Background: an optimization exercise with open tools, aiming at small area and a short achievable clock period. Do not read the settings as production practice.
Where RTL was checked, it was by simulation tests only, not by an equivalence proof against the original.
Power figures rest on the tool's default switching activity, not on a simulated workload.

## 05-24
==> flow/design.v <==
module bowling(clock, reset, calculate_score, pin_count, roll, score);
input clock;
input reset;
input calculate_score;
input [3:0] pin_count;
input roll;
output [8:0] score;
reg [8:0] score;
reg [3:0] e [0:10];
reg [3:0] o [0:10];
reg [4:0] diff;           
reg ph;                   
reg [4:0] s01;            
reg st;                   
reg bon;                  
wire [3:0] a = ph ? o[0] : e[0];
wire [3:0] b = ph ? e[0] : o[0];
wire [3:0] c = ph ? o[1] : e[1];
wire [3:0] d = ph ? e[1] : o[1];
wire [8:0] score_next = score + s01 + (bon ? c : 4'd0);
wire calc = calculate_score && !roll;
wire shift_e = calc && !(ph && st);
wire shift_o = calc && !(!ph && st);
wire wr_o = roll && (ph ^ diff[0]);
wire wr_e = roll && !(ph ^ diff[0]);
wire head = (diff[4:1] == 4'd0);
wire [4:0] s01_r = pin_count + (diff[0] ? a : b);
wire st_r = diff[0] ? st : (pin_count == 4'd10);
wire bon_r = st_r || (s01_r == 5'd10);
wire [3:0] a_c = st ? b : c;
wire [4:0] s01_c = c + (st ? b : d);
wire st_c = (a_c == 4'd10);
wire bon_c = st_c || (s01_c == 5'd10);
wire [4:0] diff_r = diff + 5'd1;
wire [4:0] diff_c = st ? diff - 5'd1 : diff - 5'd2;
integer i;
reg we, wo;
always @(posedge clock) begin
   for (i = 0; i < 11; i = i + 1) begin
      we = wr_e && (diff[4:1] == i);
      wo = wr_o && (diff[4:1] == i);
      e[i] <= ({4{we}} & pin_count)
            | ({4{shift_e}} & ((i < 10) ? e[i+1] : 4'd0))
            | ({4{!we && !shift_e}} & e[i]);
      o[i] <= ({4{wo}} & pin_count)
            | ({4{shift_o}} & ((i < 10) ? o[i+1] : 4'd0))
            | ({4{!wo && !shift_o}} & o[i]);
   end
end
wire up_r = roll && head;
wire up_c = calc;
always @(posedge clock) begin
   s01 <= ({5{up_r}} & s01_r) | ({5{up_c}} & s01_c) | ({5{!up_r && !up_c}} & s01);
   st <= (up_r & st_r) | (up_c & st_c) | (!up_r && !up_c && st);
   bon <= (up_r & bon_r) | (up_c & bon_c) | (!up_r && !up_c && bon);
end
always @(posedge clock) begin
   if (reset) begin
      score <= 0;
      diff <= 0;
      ph <= 0;
   end
   else if (roll)
      diff <= diff_r;
   else if (calculate_score) begin
      score <= score_next;
      diff <= diff_c;
      ph <= ph ^ st;
   end
end
endmodule
export LEC_CHECK = 0
export CAP_MARGIN = 20
export CORE_MARGIN = 2
export CORE_UTILIZATION = 40
export SETUP_SLACK_MARGIN = 2.4
export SLEW_MARGIN = 20
create_clock -name core_clock -period 5.0 [get_ports {clock}]
standard.sh (not shown) runs the stock make flow with config.mk's settings and CLKGATE_MAP_FILE= SYNTH_SCRIPT=/design/flow/synth_recipe.tcl, a recipe that flattens the netlist after the stock synthesis.
==> flow/flow/run.sh <==
#!/bin/bash
# The standard layout (standard.sh) with two changes: each port is buffered
# by buf_2 rather than the cell buffer_ports picks by default, and clock tree
# synthesis inserts no dummy loads. ORFS keeps each step's log under
# orfs/logs; make's own output goes to make.log.
set -euo pipefail
export BUFFER_PORTS_ARGS="-buffer_cell sky130_fd_sc_hd__buf_2"
export CTS_ARGS="-sink_clustering_enable -repair_clock_nets -buf_list {sky130_fd_sc_hd__clkbuf_4 sky130_fd_sc_hd__clkbuf_8} -dont_use_dummy_load"
bash standard.sh > make.log 2>&1
05-24 was carried through to the last stage, and its layout satisfied the timing, DRC and antenna checks.
The inputs of 02-26 differ from those of 05-24 as listed below.
diff --git a/flow/design.v b/flow/design.v
--- a/flow/design.v
+++ b/flow/design.v
@@ -9,31 +9,32 @@
 reg [3:0] e [0:10];
 reg [3:0] o [0:10];
 reg [4:0] diff;           
 reg ph;                   
 reg [4:0] s01;            
 reg st;                   
-reg bon;                  
+reg [3:0] cc;             
 wire [3:0] a = ph ? o[0] : e[0];
 wire [3:0] b = ph ? e[0] : o[0];
-wire [3:0] c = ph ? o[1] : e[1];
+wire [3:0] c = cc;
 wire [3:0] d = ph ? e[1] : o[1];
+wire [3:0] f = ph ? o[2] : e[2];
+wire bon = st || (s01 == 5'd10);
 wire [8:0] score_next = score + s01 + (bon ? c : 4'd0);
 wire calc = calculate_score && !roll;
 wire shift_e = calc && !(ph && st);
 wire shift_o = calc && !(!ph && st);
 wire wr_o = roll && (ph ^ diff[0]);
 wire wr_e = roll && !(ph ^ diff[0]);
 wire head = (diff[4:1] == 4'd0);
 wire [4:0] s01_r = pin_count + (diff[0] ? a : b);
 wire st_r = diff[0] ? st : (pin_count == 4'd10);
-wire bon_r = st_r || (s01_r == 5'd10);
 wire [3:0] a_c = st ? b : c;
 wire [4:0] s01_c = c + (st ? b : d);
 wire st_c = (a_c == 4'd10);
-wire bon_c = st_c || (s01_c == 5'd10);
+wire [3:0] cc_c = st ? d : f;
 wire [4:0] diff_r = diff + 5'd1;
 wire [4:0] diff_c = st ? diff - 5'd1 : diff - 5'd2;
 integer i;
 reg we, wo;
 always @(posedge clock) begin
    for (i = 0; i < 11; i = i + 1) begin
@@ -49,13 +50,14 @@
 end
 wire up_r = roll && head;
 wire up_c = calc;
 always @(posedge clock) begin
    s01 <= ({5{up_r}} & s01_r) | ({5{up_c}} & s01_c) | ({5{!up_r && !up_c}} & s01);
    st <= (up_r & st_r) | (up_c & st_c) | (!up_r && !up_c && st);
-   bon <= (up_r & bon_r) | (up_c & bon_c) | (!up_r && !up_c && bon);
+   cc <= ({4{roll && diff == 5'd2}} & pin_count) | ({4{up_c}} & cc_c)
+       | ({4{!(roll && diff == 5'd2) && !up_c}} & cc);
 end
 always @(posedge clock) begin
    if (reset) begin
       score <= 0;
       diff <= 0;
       ph <= 0;
### Flow results
In 02-26, the global-route wire length before repair came out about 8% above the value in 05-24. For 05-24, the critical path launch point was ph$_SDFFE_PP0P_, unlike 02-26, where it was s01[2]$_DFF_P_. Diff 05-24 and 02-26: fraction of area in clock buffers and inverters higher in 02-26. Routing usage on met2 ends up lower on 05-24. Routed length on met2: 02-26 vs 05-24 up about 9%. [diff] design area, 02-26 relative to 05-24: regression.
Only the layout flow was run in 02-26; the RTL was not checked for function there.

## main
// bowling: RTL as listed in full above, without the edits since
export LEC_CHECK = 0
export CAP_MARGIN = 20
export CORE_MARGIN = 2
export CORE_UTILIZATION = 40
export CTS_BUF_LIST = sky130_fd_sc_hd__clkbuf_4 sky130_fd_sc_hd__clkbuf_8
export SETUP_SLACK_MARGIN = 2.4
export SLEW_MARGIN = 20
create_clock -name core_clock -period 5.0 [get_ports {clock}]
==> flow/flow/run.sh <==
#!/bin/bash
# The standard layout, with each port buffered by buf_2 instead of the
# cell buffer_ports picks by default. ORFS keeps each step's log under
# orfs/logs; make's own output goes to make.log.
set -euo pipefail
export BUFFER_PORTS_ARGS="-buffer_cell sky130_fd_sc_hd__buf_2"
bash standard.sh > make.log 2>&1
Input-level comparison between the feature branch and main:
==> flow/design.v <==
module bowling(clock, reset, calculate_score, pin_count, roll, score);
input clock;
input reset;
input calculate_score;
input [3:0] pin_count;
input roll;
output [8:0] score;
reg [8:0] score;
reg [3:0] e [0:10];
reg [3:0] o [0:10];
reg [4:0] diff;           
reg ph;                   
reg [4:0] s01;            
reg st;                   
reg bon;                  
reg [3:0] cc;             
wire [3:0] a = ph ? o[0] : e[0];
wire [3:0] b = ph ? e[0] : o[0];
wire [3:0] c = cc;
wire [3:0] d = ph ? e[1] : o[1];
wire [3:0] f = ph ? o[2] : e[2];
wire [8:0] score_next = score + s01 + (bon ? c : 4'd0);
wire calc = calculate_score && !roll;
wire shift_e = calc && !(ph && st);
wire shift_o = calc && !(!ph && st);
wire wr_o = roll && (ph ^ diff[0]);
wire wr_e = roll && !(ph ^ diff[0]);
wire head = (diff[4:1] == 4'd0);
wire [4:0] s01_r = pin_count + (diff[0] ? a : b);
wire st_r = diff[0] ? st : (pin_count == 4'd10);
wire bon_r = st_r || (s01_r == 5'd10);
wire [3:0] a_c = st ? b : c;
wire [4:0] s01_c = c + (st ? b : d);
wire st_c = (a_c == 4'd10);
wire bon_c = st_c || (s01_c == 5'd10);
wire [3:0] cc_c = st ? d : f;
wire [4:0] diff_r = diff + 5'd1;
wire [4:0] diff_c = st ? diff - 5'd1 : diff - 5'd2;
integer i;
reg we, wo;
always @(posedge clock) begin
   for (i = 0; i < 11; i = i + 1) begin
      we = wr_e && (diff[4:1] == i);
      wo = wr_o && (diff[4:1] == i);
      e[i] <= ({4{we}} & pin_count)
            | ({4{shift_e}} & ((i < 10) ? e[i+1] : 4'd0))
            | ({4{!we && !shift_e}} & e[i]);
      o[i] <= ({4{wo}} & pin_count)
            | ({4{shift_o}} & ((i < 10) ? o[i+1] : 4'd0))
            | ({4{!wo && !shift_o}} & o[i]);
   end
end
wire up_r = roll && head;
wire up_c = calc;
always @(posedge clock) begin
   s01 <= ({5{up_r}} & s01_r) | ({5{up_c}} & s01_c) | ({5{!up_r && !up_c}} & s01);
   st <= (up_r & st_r) | (up_c & st_c) | (!up_r && !up_c && st);
   bon <= (up_r & bon_r) | (up_c & bon_c) | (!up_r && !up_c && bon);
   cc <= ({4{roll && diff == 5'd2}} & pin_count) | ({4{up_c}} & cc_c)
       | ({4{!(roll && diff == 5'd2) && !up_c}} & cc);
end
always @(posedge clock) begin
   if (reset) begin
      score <= 0;
      diff <= 0;
      ph <= 0;
   end
   else if (roll)
      diff <= diff_r;
   else if (calculate_score) begin
      score <= score_next;
      diff <= diff_c;
      ph <= ph ^ st;
   end
end
endmodule
Results
[compare] base=main new=the feature branch: maximum fanout along the worst path decreased by 1 relative to the old numbers; clock latency on the worst-skew pair went up 0.06 ns; setup slack +0.019 ns; global-route usage went up 0.75 points. Diff the feature branch and main: mux share of post-synthesis cell area higher in the feature branch. Design area went up by a little under 10% going from main to the feature branch. Taking main as the reference point, the synthesized cell count of the feature branch rises by 6. In the metrics for the feature branch and main, the one carrying the lower first-pass GRT wire length is main. Re area fraction of clock buffers and clock inverters: the feature branch is 2.5 points up on main. Compared the feature branch vs main, and part of the power in combinational logic is down in the feature branch.
For the feature branch, only the layout was checked, not whether the RTL still works.

Setup of job 101:
bowling, a different RTL version from the one above (not shown whole).
Size in the first run: roughly 110 flip-flops, roughly 17 I/O pins, ~5500 um^2 of cells after synthesis.
==> module bowling, before the edit <==
module bowling(clock, reset, calculate_score, pin_count, roll, score);
input clock;
input reset;
input calculate_score;
input [3:0] pin_count;
input roll;
output [8:0] score;
reg [8:0] score;
reg [3:0] e [0:10];
reg [3:0] o [0:10];
reg [4:0] diff;           
reg ph;                   
reg [4:0] s01;            
reg st;                   
wire [3:0] a = ph ? o[0] : e[0];
wire [3:0] b = ph ? e[0] : o[0];
wire [3:0] c = ph ? o[1] : e[1];
wire [3:0] d = ph ? e[1] : o[1];
wire bon = st || (s01 == 5'd10);
wire [8:0] score_next = score + s01 + (bon ? c : 4'd0);
wire calc = calculate_score && !roll;
wire shift_e = calc && !(ph && st);
wire shift_o = calc && !(!ph && st);
wire wr_o = roll && (ph ^ diff[0]);
wire wr_e = roll && !(ph ^ diff[0]);
wire head = (diff[4:1] == 4'd0);
wire [4:0] s01_r = pin_count + (diff[0] ? a : b);
wire st_r = diff[0] ? st : (pin_count == 4'd10);
wire [3:0] a_c = st ? b : c;
wire [4:0] s01_c = c + (st ? b : d);
wire st_c = (a_c == 4'd10);
wire [4:0] diff_n = diff + (roll ? 5'd1 : {4'hf, st});
integer i;
reg we, wo;
always @(posedge clock) begin
   for (i = 0; i < 11; i = i + 1) begin
      we = wr_e && (diff[4:1] == i);
      wo = wr_o && (diff[4:1] == i);
      e[i] <= ({4{we}} & pin_count)
            | ({4{shift_e}} & ((i < 10) ? e[i+1] : e[i]))
            | ({4{!we && !shift_e}} & e[i]);
      o[i] <= ({4{wo}} & pin_count)
            | ({4{shift_o}} & ((i < 10) ? o[i+1] : o[i]))
            | ({4{!wo && !shift_o}} & o[i]);
   end
end
wire up_r = roll && head;
wire up_c = calc;
always @(posedge clock) begin
   s01 <= ({5{up_r}} & s01_r) | ({5{up_c}} & s01_c) | ({5{!up_r && !up_c}} & s01);
   st <= (up_r & st_r) | (up_c & st_c) | (!up_r && !up_c && st);
end
always @(posedge clock) begin
   if (reset || calc)
      score <= score_next & {9{!reset}};
   if (reset) begin
      diff <= 0;
      ph <= 0;
   end
   else if (roll || calculate_score) begin
      diff <= diff_n;
      if (!roll)
         ph <= ph ^ st;
   end
end
endmodule
clock: 5.0 ns
lec_check: 0
cap_margin: 20
core_margin: 2
core_utilization: 40
setup_slack_margin: 2.4
slew_margin: 20
==> flow/flow/run.sh <==
#!/bin/bash
# The standard layout (standard.sh) with two changes: each port is buffered
# by buf_2 rather than the cell buffer_ports picks by default, and clock tree
# synthesis inserts no dummy loads. ORFS keeps each step's log under
# orfs/logs; make's own output goes to make.log.
set -euo pipefail
export BUFFER_PORTS_ARGS="-buffer_cell sky130_fd_sc_hd__buf_2"
export CTS_ARGS="-sink_clustering_enable -repair_clock_nets -buf_list {sky130_fd_sc_hd__clkbuf_4 sky130_fd_sc_hd__clkbuf_8} -dont_use_dummy_load"
bash standard.sh > make.log 2>&1
### job 101 -> job 102
--- a/flow/design.v
+++ b/flow/design.v
@@ -48,19 +48,20 @@
 wire up_c = calc;
 always @(posedge clock) begin
    s01 <= ({5{up_r}} & s01_r) | ({5{up_c}} & s01_c) | ({5{!up_r && !up_c}} & s01);
    st <= (up_r & st_r) | (up_c & st_c) | (!up_r && !up_c && st);
 end
 always @(posedge clock) begin
-   if (reset || calc)
-      score <= score_next & {9{!reset}};
    if (reset) begin
+      score <= 0;
       diff <= 0;
       ph <= 0;
    end
    else if (roll || calculate_score) begin
       diff <= diff_n;
-      if (!roll)
+      if (!roll) begin
+         score <= score_next;
          ph <= ph ^ st;
+      end
    end
 end
 endmodule
Notes after the runs:
- Job 102 completed end to end with timing, DRC and antenna clean.
- Between job 101 and job 102, total wire length decreased.
- Relative to job 101, total net switching power has decreased by 21% in job 102.
- Against job 101, job 102 comes in 1 lower on total stage count of the critical path.
- Job 102 against job 101: combinational cell fraction of total power now sits lower, shortest clock period the worst path allows after layout now sits lower, sum of met2 wire segment lengths after detailed routing now sits lower, post-synthesis compound-gate area fraction now sits higher.
- Row post-synthesis adder-cell area fraction: job 102 higher / job 101 lower
- Between job 102 and job 101, it is job 102 whose register fraction of the total cell area is lower, by 0.17 points.
- Row leakage component of the power: job 102 lower / job 101 higher
- Cmp job 101 and job 102 / number of cells produced by synthesis / higher: job 102
- The worst hold slack of job 102 and that of job 101 are within noise of each other.
- [diff] setup slack, job 102 relative to job 101: improvement
Only the layout flow was run in job 101; the RTL was not checked for function there.

bowling, a different RTL version from the one above (not shown whole).
Size in the first run: roughly 560 cells after synthesis, ~110 flip-flops, roughly 17 I/O pins, roughly 0.0057 mm2 of cells after synthesis.
==> module bowling, before the edit <==
module bowling(clock, reset, calculate_score, pin_count, roll, score);
input clock;
input reset;
input calculate_score;
input [3:0] pin_count;
input roll;
output [8:0] score;
reg [8:0] score;
reg [3:0] e [0:10];
reg [3:0] o [0:10];
reg [4:0] diff;           
reg ph;                   
reg [4:0] s01;            
reg st;                   
reg [3:0] cc;             
wire [3:0] a = ph ? o[0] : e[0];
wire [3:0] b = ph ? e[0] : o[0];
wire [3:0] c = cc;
wire [3:0] d = ph ? e[1] : o[1];
wire [3:0] f = ph ? o[2] : e[2];
wire bon = st || (s01 == 5'd10);
wire [8:0] score_next = score + s01 + (bon ? c : 4'd0);
wire calc = calculate_score && !roll;
wire shift_e = calc && !(ph && st);
wire shift_o = calc && !(!ph && st);
wire wr_o = roll && (ph ^ diff[0]);
wire wr_e = roll && !(ph ^ diff[0]);
wire head = (diff[4:1] == 4'd0);
wire [4:0] s01_r = pin_count + (diff[0] ? a : b);
wire st_r = diff[0] ? st : (pin_count == 4'd10);
wire [3:0] a_c = st ? b : c;
wire [4:0] s01_c = c + (st ? b : d);
wire st_c = (a_c == 4'd10);
wire [3:0] cc_c = st ? d : f;
wire [4:0] diff_r = diff + 5'd1;
wire [4:0] diff_c = st ? diff - 5'd1 : diff - 5'd2;
integer i;
reg we, wo;
always @(posedge clock) begin
   for (i = 0; i < 11; i = i + 1) begin
      we = wr_e && (diff[4:1] == i);
      wo = wr_o && (diff[4:1] == i);
      e[i] <= ({4{we}} & pin_count)
            | ({4{shift_e}} & ((i < 10) ? e[i+1] : e[i]))
            | ({4{!we && !shift_e}} & e[i]);
      o[i] <= ({4{wo}} & pin_count)
            | ({4{shift_o}} & ((i < 10) ? o[i+1] : o[i]))
            | ({4{!wo && !shift_o}} & o[i]);
   end
end
wire up_r = roll && head;
wire up_c = calc;
always @(posedge clock) begin
   s01 <= ({5{up_r}} & s01_r) | ({5{up_c}} & s01_c) | ({5{!up_r && !up_c}} & s01);
   st <= (up_r & st_r) | (up_c & st_c) | (!up_r && !up_c && st);
   cc <= ({4{roll && diff == 5'd2}} & pin_count) | ({4{up_c}} & cc_c)
       | ({4{!(roll && diff == 5'd2) && !up_c}} & cc);
end
always @(posedge clock) begin
   if (reset) begin
      score <= 0;
      diff <= 0;
      ph <= 0;
   end
   else if (roll)
      diff <= diff_r;
   else if (calculate_score) begin
      score <= score_next;
      diff <= diff_c;
      ph <= ph ^ st;
   end
end
endmodule
==> flow/config.mk <==
export PLATFORM = sky130hd
export DESIGN_NAME = bowling
export DESIGN_NICKNAME = bowling
export VERILOG_FILES = /design/flow/design.v
export SDC_FILE = /design/flow/constraint.sdc
export NUM_CORES = 4
export LEC_CHECK = 0
export CAP_MARGIN = 20
export CORE_MARGIN = 2
export CORE_UTILIZATION = 40
export SETUP_SLACK_MARGIN = 2.4
export SLEW_MARGIN = 20
==> flow/constraint.sdc <==
create_clock -name core_clock -period 5.0 [get_ports {clock}]
set_input_delay 1.0000 -clock core_clock [delete_from_list [all_inputs] [get_ports {clock}]]
set_output_delay 1.0000 -clock core_clock [all_outputs]
set_load 0.01 [all_outputs]
Scripts as last shown in full above: flow/flow/run.sh
The starting point finished with timing, DRC and antenna clean.
Edit:
==> flow/design.v (replaced) <==
module bowling(clock, reset, calculate_score, pin_count, roll, score);
input clock;
input reset;
input calculate_score;
input [3:0] pin_count;
input roll;
output [8:0] score;
reg [8:0] score;
reg [3:0] e [0:10];
reg [3:0] o [0:10];
reg [4:0] diff;           
reg ph;                   
reg [4:0] s01;            
reg st;                   
wire [3:0] a = ph ? o[0] : e[0];
wire [3:0] b = ph ? e[0] : o[0];
wire [3:0] c = ph ? o[1] : e[1];
wire [3:0] d = ph ? e[1] : o[1];
wire bon = st || (s01 == 5'd10);
wire [3:0] m = ({4{bon && ph}} & o[1]) | ({4{bon && !ph}} & e[1]);
wire [8:0] score_next = score + s01 + m;
wire calc = calculate_score && !roll;
wire shift_e = calc && !(ph && st);
wire shift_o = calc && !(!ph && st);
wire wr_o = roll && (ph ^ diff[0]);
wire wr_e = roll && !(ph ^ diff[0]);
wire head = (diff[4:1] == 4'd0);
wire [4:0] s01_r = pin_count + (diff[0] ? a : b);
wire st_r = diff[0] ? st : (pin_count == 4'd10);
wire [3:0] a_c = st ? b : c;
wire [4:0] s01_c = c + (st ? b : d);
wire st_c = (a_c == 4'd10);
wire [4:0] diff_r = diff + 5'd1;
wire [4:0] diff_c = st ? diff - 5'd1 : diff - 5'd2;
integer i;
reg we, wo;
always @(posedge clock) begin
   for (i = 0; i < 11; i = i + 1) begin
      we = wr_e && (diff[4:1] == i);
      wo = wr_o && (diff[4:1] == i);
      e[i] <= ({4{we}} & pin_count)
            | ({4{shift_e}} & ((i < 10) ? e[i+1] : 4'd0))
            | ({4{!we && !shift_e}} & e[i]);
      o[i] <= ({4{wo}} & pin_count)
            | ({4{shift_o}} & ((i < 10) ? o[i+1] : 4'd0))
            | ({4{!wo && !shift_o}} & o[i]);
   end
end
wire up_r = roll && head;
wire up_c = calc;
always @(posedge clock) begin
   s01 <= ({5{up_r}} & s01_r) | ({5{up_c}} & s01_c) | ({5{!up_r && !up_c}} & s01);
   st <= (up_r & st_r) | (up_c & st_c) | (!up_r && !up_c && st);
end
always @(posedge clock) begin
   if (reset) begin
      score <= 0;
      diff <= 0;
      ph <= 0;
   end
   else if (roll)
      diff <= diff_r;
   else if (calculate_score) begin
      score <= score_next;
      diff <= diff_c;
      ph <= ph ^ st;
   end
end
endmodule
Clock power fell by about 30%.
Wire length fell by 2.2%.
Critical path depth is unchanged.
Worst setup slack gains 0.017 ns.
Global-route usage goes up by 0.18 points.
Synthesized cell count fell by 0.71%.
Via count drops by about 0.3%.
Cell area decreases by about 4%.
Total power came out lower by about 14%.
Die area shrinks by 4.3%.
Clock-buffer cell count came out lower by 8.
Non-clock buffer count rises by 9.
Cell count falls by 0.80%.
Synthesized area drops by 4.4%.
Function was not checked in any run of this note: the RTL went through the layout flow alone.

-- separate check: timing with driven ports --
The results above use ideal ports. As a check the final layouts listed here were re-extracted and re-timed, cells and wires unchanged.
Step 1 sets driving cells, clkbuf_16 on the clock port and buf_2 on the other inputs (assumed; they add their load-dependent delay and slew).
Step 2 times the ports against the registers' clock, not the clock port: input delays grow and output delays shrink by t, the midpoint of the rising clock arrivals with the driver on.
a / b / c = ideal ports / drivers / drivers and shift; a / b = the first two.
run | t, ns | slack for setup (ns) | latest minus earliest clock arrival (ns)
05-24 | 0.411 | 2.313 / 2.313 / 2.078 | 0.032 / 0.032
02-26 | 0.461 | 2.337 / 2.337 / 2.180 | 0.024 / 0.024
main | 0.419 | 2.323 / 2.323 / 2.078 | 0.014 / 0.014
the feature branch | 0.485 | 2.342 / 2.342 / 1.893 | 0.010 / 0.010
job 101 | 0.412 | 2.248 / 2.248 / 2.198 | 0.028 / 0.028
job 102 | 0.409 | 2.404 / 2.404 / 2.111 | 0.017 / 0.018
the first run of note 4 | 0.469 | 2.337 / 2.337 / 2.201 | 0.021 / 0.020
the second run of note 4 | 0.406 | 2.355 / 2.355 / 2.192 | 0.025 / 0.025
After both steps setup and hold are still met in every run listed. For the feature branch, which loses most, drivers alone change the setup slack by 0.000 ns; drivers and shift together by -0.449 ns.
